This design comes from an exercise in tuning for small area on the open sky130 flow, not from production work.
In this exercise RTL edits were held to simulation tests only and were not proved equivalent to the original.
The clock input has no modelled driver; a real chip could not lean on it and would need a root buffer or a full tree.
Power is estimated from default activity; no workload was simulated.

Setup of JK:
==> flow/design.v <==
module DebouncePulse (
    input  clk,
    input  in,
    output out
);
    reg [3:0] s;
    always @(posedge clk) begin
        s[0] <= in & (~s[1] | s[2]);
        s[1] <= in & ~s[2];
        s[2] <= in & (s[2] ^ s[3]);
        s[3] <= in & ~s[0];
    end
    assign out = s[0] & s[1] & s[2];
endmodule
module UART (
    input        rst,
    input        clk,
    input        pop,       
    input  [2:0] code,      
    output       ready,
    output       tx
);
    reg [13:0] v;
    wire baud = (v == 14'h0E53);
    always @(posedge clk) begin
        if (rst)       v <= 14'd0;
        else if (baud) v <= 14'd1;
        else           v <= {v[12:0], ~(v[13] ^ v[12])};
    end
    reg [3:0] u;
    reg [2:0] cd;
    always @(posedge clk) begin
        if (rst) u <= 4'd0;
        else case (u)
            4'd0:  if (pop) u <= 4'd1;
            4'd1:  u <= 4'd2;
            4'd2:  if (baud) u <= 4'd3;
            4'd3:  if (baud) u <= 4'd4;
            4'd4:  if (baud) u <= 4'd5;
            4'd5:  if (baud) u <= 4'd6;
            4'd6:  if (baud) u <= 4'd7;
            4'd7:  if (baud) u <= 4'd8;
            4'd8:  if (baud) u <= 4'd9;
            4'd9:  if (baud) u <= 4'd10;
            4'd10: if (baud) u <= 4'd11;
            4'd11: if (baud) u <= 4'd12;
            default: u <= 4'd0;
        endcase
        if (u == 4'd0 && pop) cd <= code;
    end
    assign ready = (u == 4'd0) | (u == 4'd1);
    wire [3:0] d = (cd == 3'd5) ? 4'd8 : {1'b0, cd};
    reg txr;
    always @* case (u)
        4'd3:  txr = 1'b0;           
        4'd4:  txr = d[0];
        4'd5:  txr = d[1];
        4'd6:  txr = d[2];
        4'd7:  txr = d[3];
        4'd8, 4'd9, 4'd10, 4'd11: txr = 1'b0;
        default: txr = 1'b1;         
    endcase
    assign tx = txr;
endmodule
module PmodGYRO (
	input rst,
	input clk,
	output reg cs,
	output     sclk,
	output reg mosi,
	input      miso,
	output [15:0] data_x,
	output [15:0] data_y,
	output [15:0] data_z,
	output        valid,
	output        update
);
	reg [19:0] c;
	reg  [2:0] b;
	reg  [1:0] ph;
	reg [47:0] sr;
	reg [47:0] xyz;
	reg        vld;
	wire run = &ph;
	wire fin = run ? (&b) : b[1];
	wire e   = c[3] & c[0] & (fin ? c[19] : c[7]);
	wire carry = &c[7:0];
	always @(posedge clk) begin
		if (rst) begin
			c  <= 20'h80009;
			b  <= 3'd7;
			ph <= 2'd0;
		end else begin
			c[18:8] <= c[18:8] + {10'd0, carry};
			if (e) begin
				c[7:0] <= 8'd9;
				c[19]  <= 1'b0;
				if (fin) begin
					b <= 3'd0;
					if (!run && !b[2]) ph <= ph + 2'd1;
				end else
					b <= b + 3'd1;
			end else begin
				c[7:0] <= c[7:0] + 8'd1;
				c[19]  <= c[19] | (carry & (&c[18:8]));
			end
		end
	end
	always @(posedge clk)
		cs <= rst | (fin & (cs | ~c[0]));
	wire load = run & fin & ~cs & c[0];
	assign update = run & fin & ~cs & ~c[0];
	reg nb;
	wire [2:0] bi = run ? ((b == 3'd0) ? 3'd4 : 3'd5) : {1'b0, ph + b[1:0]};
	always @* case ({bi, c[6:4]})
		6'd2: nb = 1'b1;
		6'd12: nb = 1'b1;
		6'd13: nb = 1'b1;
		6'd14: nb = 1'b1;
		6'd15: nb = 1'b1;
		6'd18: nb = 1'b1;
		6'd21: nb = 1'b1;
		6'd27: nb = 1'b1;
		6'd32: nb = 1'b1;
		6'd33: nb = 1'b1;
		6'd34: nb = 1'b1;
		6'd36: nb = 1'b1;
		default: nb = 1'b0;
	endcase
	always @(posedge clk) begin
		if (rst)
			mosi <= 1'b0;
		else if (!fin && c[3:0] == 4'd15)
			mosi <= nb;
	end
	assign sclk = fin | c[3];
	always @(posedge clk)
		if (c[3:0] == 4'd7)
			sr <= {sr[46:0], miso};
	always @(posedge clk) begin
		if (load)
			xyz <= {sr[7:0], sr[15:8], sr[23:16], sr[31:24], sr[39:32], sr[47:40]};
		if (rst)
			vld <= 1'b0;
		else if (load)
			vld <= 1'b1;
	end
	assign data_z = xyz[47:32];
	assign data_y = xyz[31:16];
	assign data_x = xyz[15:0];
	assign valid  = vld;
endmodule
module TopGlove (
    input clk,
    input rst,
    input [1:0] sw,
    input btn_up,
    input btn_down,
    input btn_left,
    input btn_center,
    output gyro_cs,
    output gyro_sclk,
    output gyro_mosi,
    input  gyro_miso,
    output reg [15:0] LED,
    input       master_rts,
    output      master_rx,
    input       master_tx,
    output      master_cts
);
    wire up_p, down_p, left_p, center_p;
    DebouncePulse db_up(.clk(clk), .in(btn_up), .out(up_p));
    DebouncePulse db_down(.clk(clk), .in(btn_down), .out(down_p));
    DebouncePulse db_left(.clk(clk), .in(btn_left), .out(left_p));
    DebouncePulse db_center(.clk(clk), .in(btn_center), .out(center_p));
    assign master_cts = 0;
    wire [15:0] data_x, data_y, data_z;
    wire valid, update;
    PmodGYRO pgyro0 (
        .rst   (rst),
        .clk   (clk),
        .cs    (gyro_cs),
        .sclk  (gyro_sclk),
        .mosi  (gyro_mosi),
        .miso  (gyro_miso),
        .data_x(data_x),
        .data_y(data_y),
        .data_z(data_z),
        .valid (valid),
        .update(update)
    );
    reg [2:0] buffer [0:3];
    reg [1:0] head, tail;
    reg       tb;       
    wire ready;
    wire pop = ready && !master_rts && head != tail;
    UART master (
        .rst  (rst),
        .clk  (clk),
        .pop  (pop),
        .code (buffer[head]),
        .ready(ready),
        .tx   (master_rx)
    );
    wire notfull = (tail == 2'd3) || (tail + 2'd1 != head);
    wire [4:0] g = tb ? data_z[15:11] : data_y[15:11];
    wire g_neg = g[4] & ~&g[3:0];    
    wire g_pos = ~g[4] & |g[3:1];    
    reg       push;
    reg [2:0] wcode;
    always @* begin
        push = 1'b1;
        if (left_p)        wcode = 3'd4;
        else if (center_p) wcode = 3'd5;
        else if (up_p)     wcode = 3'd6;
        else if (down_p)   wcode = 3'd7;
        else begin
            wcode = {1'b0, ~tb, g_pos};
            push  = update & (g_neg | g_pos);
        end
    end
    always @(posedge clk) begin
        if (notfull && push)
            buffer[tail] <= wcode;
        if (rst) begin
            head <= 0;
            tail <= 0;
            tb   <= 0;
        end else begin
            if (pop)
                head <= head + 1;
            if (notfull && push)
                tail <= tail + 1;
            if (!notfull)
                tb <= 0;
            else if (!(left_p | center_p | up_p | down_p) && update)
                tb <= ~tb;
        end
    end
    wire sel_x = valid & ~sw[1] & ~sw[0];
    wire sel_y = valid & ~sw[1] & sw[0];
    wire sel_z = valid & sw[1];
    always @*
        LED = ({16{sel_x}} & data_x) | ({16{sel_y}} & data_y) | ({16{sel_z}} & data_z);
endmodule
clock: 10.0 ns
lec_check: 0
cap_margin: 20
core_margin: 2
core_utilization: 40
cts_buf_list: sky130_fd_sc_hd__clkbuf_8
slew_margin: 20
standard.sh (not shown) runs the stock make flow with config.mk's settings and CLKGATE_MAP_FILE= SYNTH_SCRIPT=/design/flow/synth_recipe.tcl, a recipe that flattens the netlist after the stock synthesis.
==> flow/flow/run.sh <==
#!/bin/bash
# The standard layout, with three changes:
#  - synthesis maps logic with an area-oriented ABC script (flow/area.abc)
#    in place of ORFS's speed script; everything else in synthesis is as
#    standard.sh runs it;
#  - port buffers are sky130_fd_sc_hd__buf_1;
#  - the clock tree uses clkbuf_8 and no dummy loads.
set -euo pipefail
export CTS_TREE_NET=clk CTS_TREE_MAX_SINKS=36 CTS_TREE_LEAF=sky130_fd_sc_hd__clkbuf_16 CTS_TREE_ROOT=sky130_fd_sc_hd__clkbuf_4
W=$(pwd)
sed "s#^  log_cmd abc {\*}\$abc_args#  set abc_args [lreplace \$abc_args 1 1 $W/flow/area.abc]\n  log_cmd abc {*}\$abc_args#" \
  "$FLOW_HOME/scripts/synth.tcl" > "$W/synth_area.tcl"
sed "s#source \$::env(SCRIPTS_DIR)/synth.tcl#source $W/synth_area.tcl#" synth_recipe.tcl > "$W/synth_recipe_area.tcl"
bash standard.sh "SYNTH_SCRIPT=$W/synth_recipe_area.tcl" \
  "BUFFER_PORTS_ARGS=-buffer_cell sky130_fd_sc_hd__buf_1" \
  "PRE_CTS_TCL=$W/flow/cts_tree.tcl" \
  "CTS_ARGS=-sink_clustering_enable -repair_clock_nets -dont_use_dummy_load -buf_list sky130_fd_sc_hd__clkbuf_8" \
  finish > standard.log 2>&1
==> flow/flow/cts_tree.tcl <==
# Sourced before CTS (PRE_CTS_TCL). Replaces TritonCTS with a two-level
# clock tree: the flip-flops are split by recursive median bisection into
# groups of at most CTS_TREE_MAX_SINKS, each group is driven by a leaf
# buffer at its centre, and one root buffer, driven by the clock port,
# drives the leaf buffers. All flip-flops are two buffers from the port.
rename clock_tree_synthesis __triton_clock_tree_synthesis

proc cts_tree_bisect {pts maxn} {
  set n [llength $pts]
  if {$n <= $maxn} { return [list $pts] }
  set xs {}; set ys {}
  foreach p $pts { lappend xs [lindex $p 0]; lappend ys [lindex $p 1] }
  set dx [expr {[tcl::mathfunc::max {*}$xs] - [tcl::mathfunc::min {*}$xs]}]
  set dy [expr {[tcl::mathfunc::max {*}$ys] - [tcl::mathfunc::min {*}$ys]}]
  set k [expr {$dx >= $dy ? 0 : 1}]
  set s [lsort -integer -index $k $pts]
  set g [expr {($n + $maxn - 1) / $maxn}]
  set g1 [expr {$g / 2}]
  set cut [expr {int(round(double($n) * $g1 / $g))}]
  return [concat [cts_tree_bisect [lrange $s 0 [expr {$cut - 1}]] $maxn] \
                 [cts_tree_bisect [lrange $s $cut end] $maxn]]
}

proc cts_tree_place {inst x y} {
  set m [$inst getMaster]
  $inst setLocation [expr {int($x - [$m getWidth] / 2)}] [expr {int($y - [$m getHeight] / 2)}]
  $inst setPlacementStatus PLACED
}

proc clock_tree_synthesis {args} {
  set db [ord::get_db]
  set block [ord::get_db_block]
  set clk [$block findNet $::env(CTS_TREE_NET)]
  set pts {}
  foreach it [$clk getITerms] {
    set bb [[$it getInst] getBBox]
    lappend pts [list [expr {([$bb xMin] + [$bb xMax]) / 2}] \
                      [expr {([$bb yMin] + [$bb yMax]) / 2}] $it]
  }
  set groups [cts_tree_bisect $pts $::env(CTS_TREE_MAX_SINKS)]
  set leafm [$db findMaster $::env(CTS_TREE_LEAF)]
  set rootm [$db findMaster $::env(CTS_TREE_ROOT)]
  set rootnet [odb::dbNet_create $block clknet_root]
  $rootnet setSigType CLOCK
  set i 0; set sx 0.0; set sy 0.0
  foreach grp $groups {
    set cx 0.0; set cy 0.0
    foreach p $grp { set cx [expr {$cx + [lindex $p 0]}]; set cy [expr {$cy + [lindex $p 1]}] }
    set cx [expr {$cx / [llength $grp]}]; set cy [expr {$cy / [llength $grp]}]
    set net [odb::dbNet_create $block clknet_leaf_$i]
    $net setSigType CLOCK
    foreach p $grp {
      set it [lindex $p 2]
      $it disconnect
      $it connect $net
    }
    set buf [odb::dbInst_create $block $leafm clkbuf_leaf_$i]
    [$buf findITerm A] connect $rootnet
    [$buf findITerm X] connect $net
    cts_tree_place $buf $cx $cy
    puts "cts_tree: leaf $i drives [llength $grp] sinks at ([expr {int($cx)}], [expr {int($cy)}])"
    set sx [expr {$sx + $cx}]; set sy [expr {$sy + $cy}]
    incr i
  }
  set root [odb::dbInst_create $block $rootm clkbuf_root]
  [$root findITerm A] connect $clk
  [$root findITerm X] connect $rootnet
  cts_tree_place $root [expr {$sx / $i}] [expr {$sy / $i}]
  puts "cts_tree: root drives $i leaf buffers"
  global_connect
  set_propagated_clock [all_clocks]
}
Other scripts of this flow, unchanged in this note and not shown: flow/flow/area.abc
Relative to JK, the following input files were edited for MS:
diff --git a/flow/flow/run.sh b/flow/flow/run.sh
--- a/flow/flow/run.sh
+++ b/flow/flow/run.sh
@@ -1,11 +1,14 @@
 #!/bin/bash
-# The standard layout, with three changes:
+# The standard layout, with these changes:
 #  - synthesis maps logic with an area-oriented ABC script (flow/area.abc)
 #    in place of ORFS's speed script; everything else in synthesis is as
 #    standard.sh runs it;
 #  - port buffers are sky130_fd_sc_hd__buf_1;
-#  - the clock tree uses clkbuf_8 and no dummy loads.
+#  - the clock tree is built by flow/cts_tree.tcl (a root buffer driving
+#    leaf buffers of at most CTS_TREE_MAX_SINKS flip-flops each) in place
+#    of TritonCTS.
+# Each tool's output goes to the ORFS logs under orfs/logs and to standard.log.
 set -euo pipefail
-export CTS_TREE_NET=clk CTS_TREE_MAX_SINKS=36 CTS_TREE_LEAF=sky130_fd_sc_hd__clkbuf_16 CTS_TREE_ROOT=sky130_fd_sc_hd__clkbuf_4
+export CTS_TREE_NET=clk CTS_TREE_MAX_SINKS=18 CTS_TREE_LEAF=sky130_fd_sc_hd__clkbuf_8 CTS_TREE_ROOT=sky130_fd_sc_hd__clkbuf_4
 W=$(pwd)
 sed "s#^  log_cmd abc {\*}\$abc_args#  set abc_args [lreplace \$abc_args 1 1 $W/flow/area.abc]\n  log_cmd abc {*}\$abc_args#" \
--- outcome ---
- The area added between synthesis and finish number comes out lower for JK vs MS.
- For overall routing resource usage, MS and JK come out practically identical.
- On sequential share of layout area, MS and JK are basically level.
- After detailed routing, JK needs less wire than MS.
- The higher maximum frequency of MS and JK is in JK.
- Relative to JK, MS degrades hold slack.
- On MS: post-layout total power is 0.49% higher than what JK gave.
- In the flow results for MS and JK, the via count is larger on MS.
Setup changes, MS to AL
diff --git a/flow/flow/run.sh b/flow/flow/run.sh
--- a/flow/flow/run.sh
+++ b/flow/flow/run.sh
@@ -1,12 +1,9 @@
 #!/bin/bash
-# The standard layout, with these changes:
+# The standard layout, with three changes:
 #  - synthesis maps logic with an area-oriented ABC script (flow/area.abc)
 #    in place of ORFS's speed script; everything else in synthesis is as
 #    standard.sh runs it;
 #  - port buffers are sky130_fd_sc_hd__buf_1;
-#  - the clock tree is built by flow/cts_tree.tcl (a root buffer driving
-#    leaf buffers of at most CTS_TREE_MAX_SINKS flip-flops each) in place
-#    of TritonCTS.
-# Each tool's output goes to the ORFS logs under orfs/logs and to standard.log.
+#  - the clock tree uses clkbuf_8 and no dummy loads.
 set -euo pipefail
 export CTS_TREE_NET=clk CTS_TREE_MAX_SINKS=18 CTS_TREE_LEAF=sky130_fd_sc_hd__clkbuf_8 CTS_TREE_ROOT=sky130_fd_sc_hd__clkbuf_4
==> comparison <==
- AL -> MS: via count delta 0, exact match
- Number of iterations in the first detailed-routing pass: MS vs AL identical
- Comparing AL against MS, there is no change at all in number of post-CTS setup repair buffers.
- Re total number of sequential cells: no difference whatsoever between AL and MS.
- Diff MS -> AL: synthesized cell count roughly the same, clock group share of total power shows no meaningful change, total inserted antenna cells now sits at about the same level, post-layout worst setup margin shows no meaningful change, maximum number of pins on one net before global-route repair now sits at about the same level.
- As far as share of the core filled with cells goes, MS and AL are indistinguishable; the numbers are identical.
The inputs of TR differ from those of AL as listed below.
diff --git a/flow/flow/run.sh b/flow/flow/run.sh
--- a/flow/flow/run.sh
+++ b/flow/flow/run.sh
@@ -7,5 +7,5 @@
 #  - the clock tree uses clkbuf_8 and no dummy loads.
 set -euo pipefail
-export CTS_TREE_NET=clk CTS_TREE_MAX_SINKS=18 CTS_TREE_LEAF=sky130_fd_sc_hd__clkbuf_8 CTS_TREE_ROOT=sky130_fd_sc_hd__clkbuf_4
+export CTS_TREE_NET=clk CTS_TREE_MAX_SINKS=16 CTS_TREE_LEAF=sky130_fd_sc_hd__clkbuf_8 CTS_TREE_ROOT=sky130_fd_sc_hd__clkbuf_8
 W=$(pwd)
 sed "s#^  log_cmd abc {\*}\$abc_args#  set abc_args [lreplace \$abc_args 1 1 $W/flow/area.abc]\n  log_cmd abc {*}\$abc_args#" \
Notes after the runs:
- TR completed; timing, DRC and antenna clean
- AL: no failed stages, no open violations at the end
- TR gives less sequential share of power than AL did.
- The lower total iterations of the first detailed-routing run of AL and TR is in TR.
- From AL to TR, worst hold path depth did not move at all.
- AL → TR: share of the core filled with cells grew by 0.20 points; count of placed standard cells in the final layout, fillers left out held steady.
Modified inputs, PW compared to TR
diff --git a/flow/flow/run.sh b/flow/flow/run.sh
--- a/flow/flow/run.sh
+++ b/flow/flow/run.sh
@@ -7,5 +7,5 @@
 #  - the clock tree uses clkbuf_8 and no dummy loads.
 set -euo pipefail
-export CTS_TREE_NET=clk CTS_TREE_MAX_SINKS=16 CTS_TREE_LEAF=sky130_fd_sc_hd__clkbuf_8 CTS_TREE_ROOT=sky130_fd_sc_hd__clkbuf_8
+export CTS_TREE_NET=clk CTS_TREE_MAX_SINKS=30 CTS_TREE_LEAF=sky130_fd_sc_hd__clkbuf_16 CTS_TREE_ROOT=sky130_fd_sc_hd__clkbuf_4
 W=$(pwd)
 sed "s#^  log_cmd abc {\*}\$abc_args#  set abc_args [lreplace \$abc_args 1 1 $W/flow/area.abc]\n  log_cmd abc {*}\$abc_args#" \
## What came out
Final area is lower on PW. Any difference in arrival time of the worst setup path between TR and PW is small enough to ignore. Against TR, static leakage power in PW fell slightly. PW was carried through to the last stage, and its layout satisfied the timing, DRC and antenna checks. The final layout from TR, which completed every stage, passed the timing, DRC and antenna checks at the end of the flow.
No run of this note takes its clock network from TritonCTS; it comes from the design's own scripts or RTL.

-- port drivers added, routing unchanged --
The flow's constraints put no driver on any port. The routed layouts listed below were extracted and timed again, unchanged, in two steps.
Step 1 assumes that a clkbuf_16 drives the clock port and a buf_2 every other input.
Step 2 adds t to the input delays and takes it off the output delays; t is the mean of the earliest and latest rising clock arrival at the registers after step 1. Input paths then give back, and output paths get back, about the clock's delay inside the block.
Slacks: ideal ports / drivers / drivers and shift; pairs: ideal ports / drivers.
| run | t (ns) | slack for setup (ns) | hold slack, ns | latest minus earliest clock arrival (ns) | worst data-port slew with drivers (ns) |
|---|---|---|---|---|---|
| JK | 0.513 | 4.510 / 4.481 / 4.481 | 0.424 / 0.424 / 0.424 | 0.012 / 0.012 | 0.03 |
| MS | 0.563 | 4.457 / 4.427 / 4.427 | 0.421 / 0.421 / 0.421 | 0.013 / 0.014 | 0.03 |
| AL | 0.563 | 4.457 / 4.427 / 4.427 | 0.421 / 0.421 / 0.421 | 0.013 / 0.014 | 0.03 |
| TR | 0.465 | 4.474 / 4.446 / 4.446 | 0.419 / 0.419 / 0.419 | 0.012 / 0.013 | 0.03 |
| PW | 0.542 | 4.475 / 4.447 / 4.447 | 0.422 / 0.422 / 0.422 | 0.009 / 0.009 | 0.03 |
After both steps setup and hold are still met in every run listed.
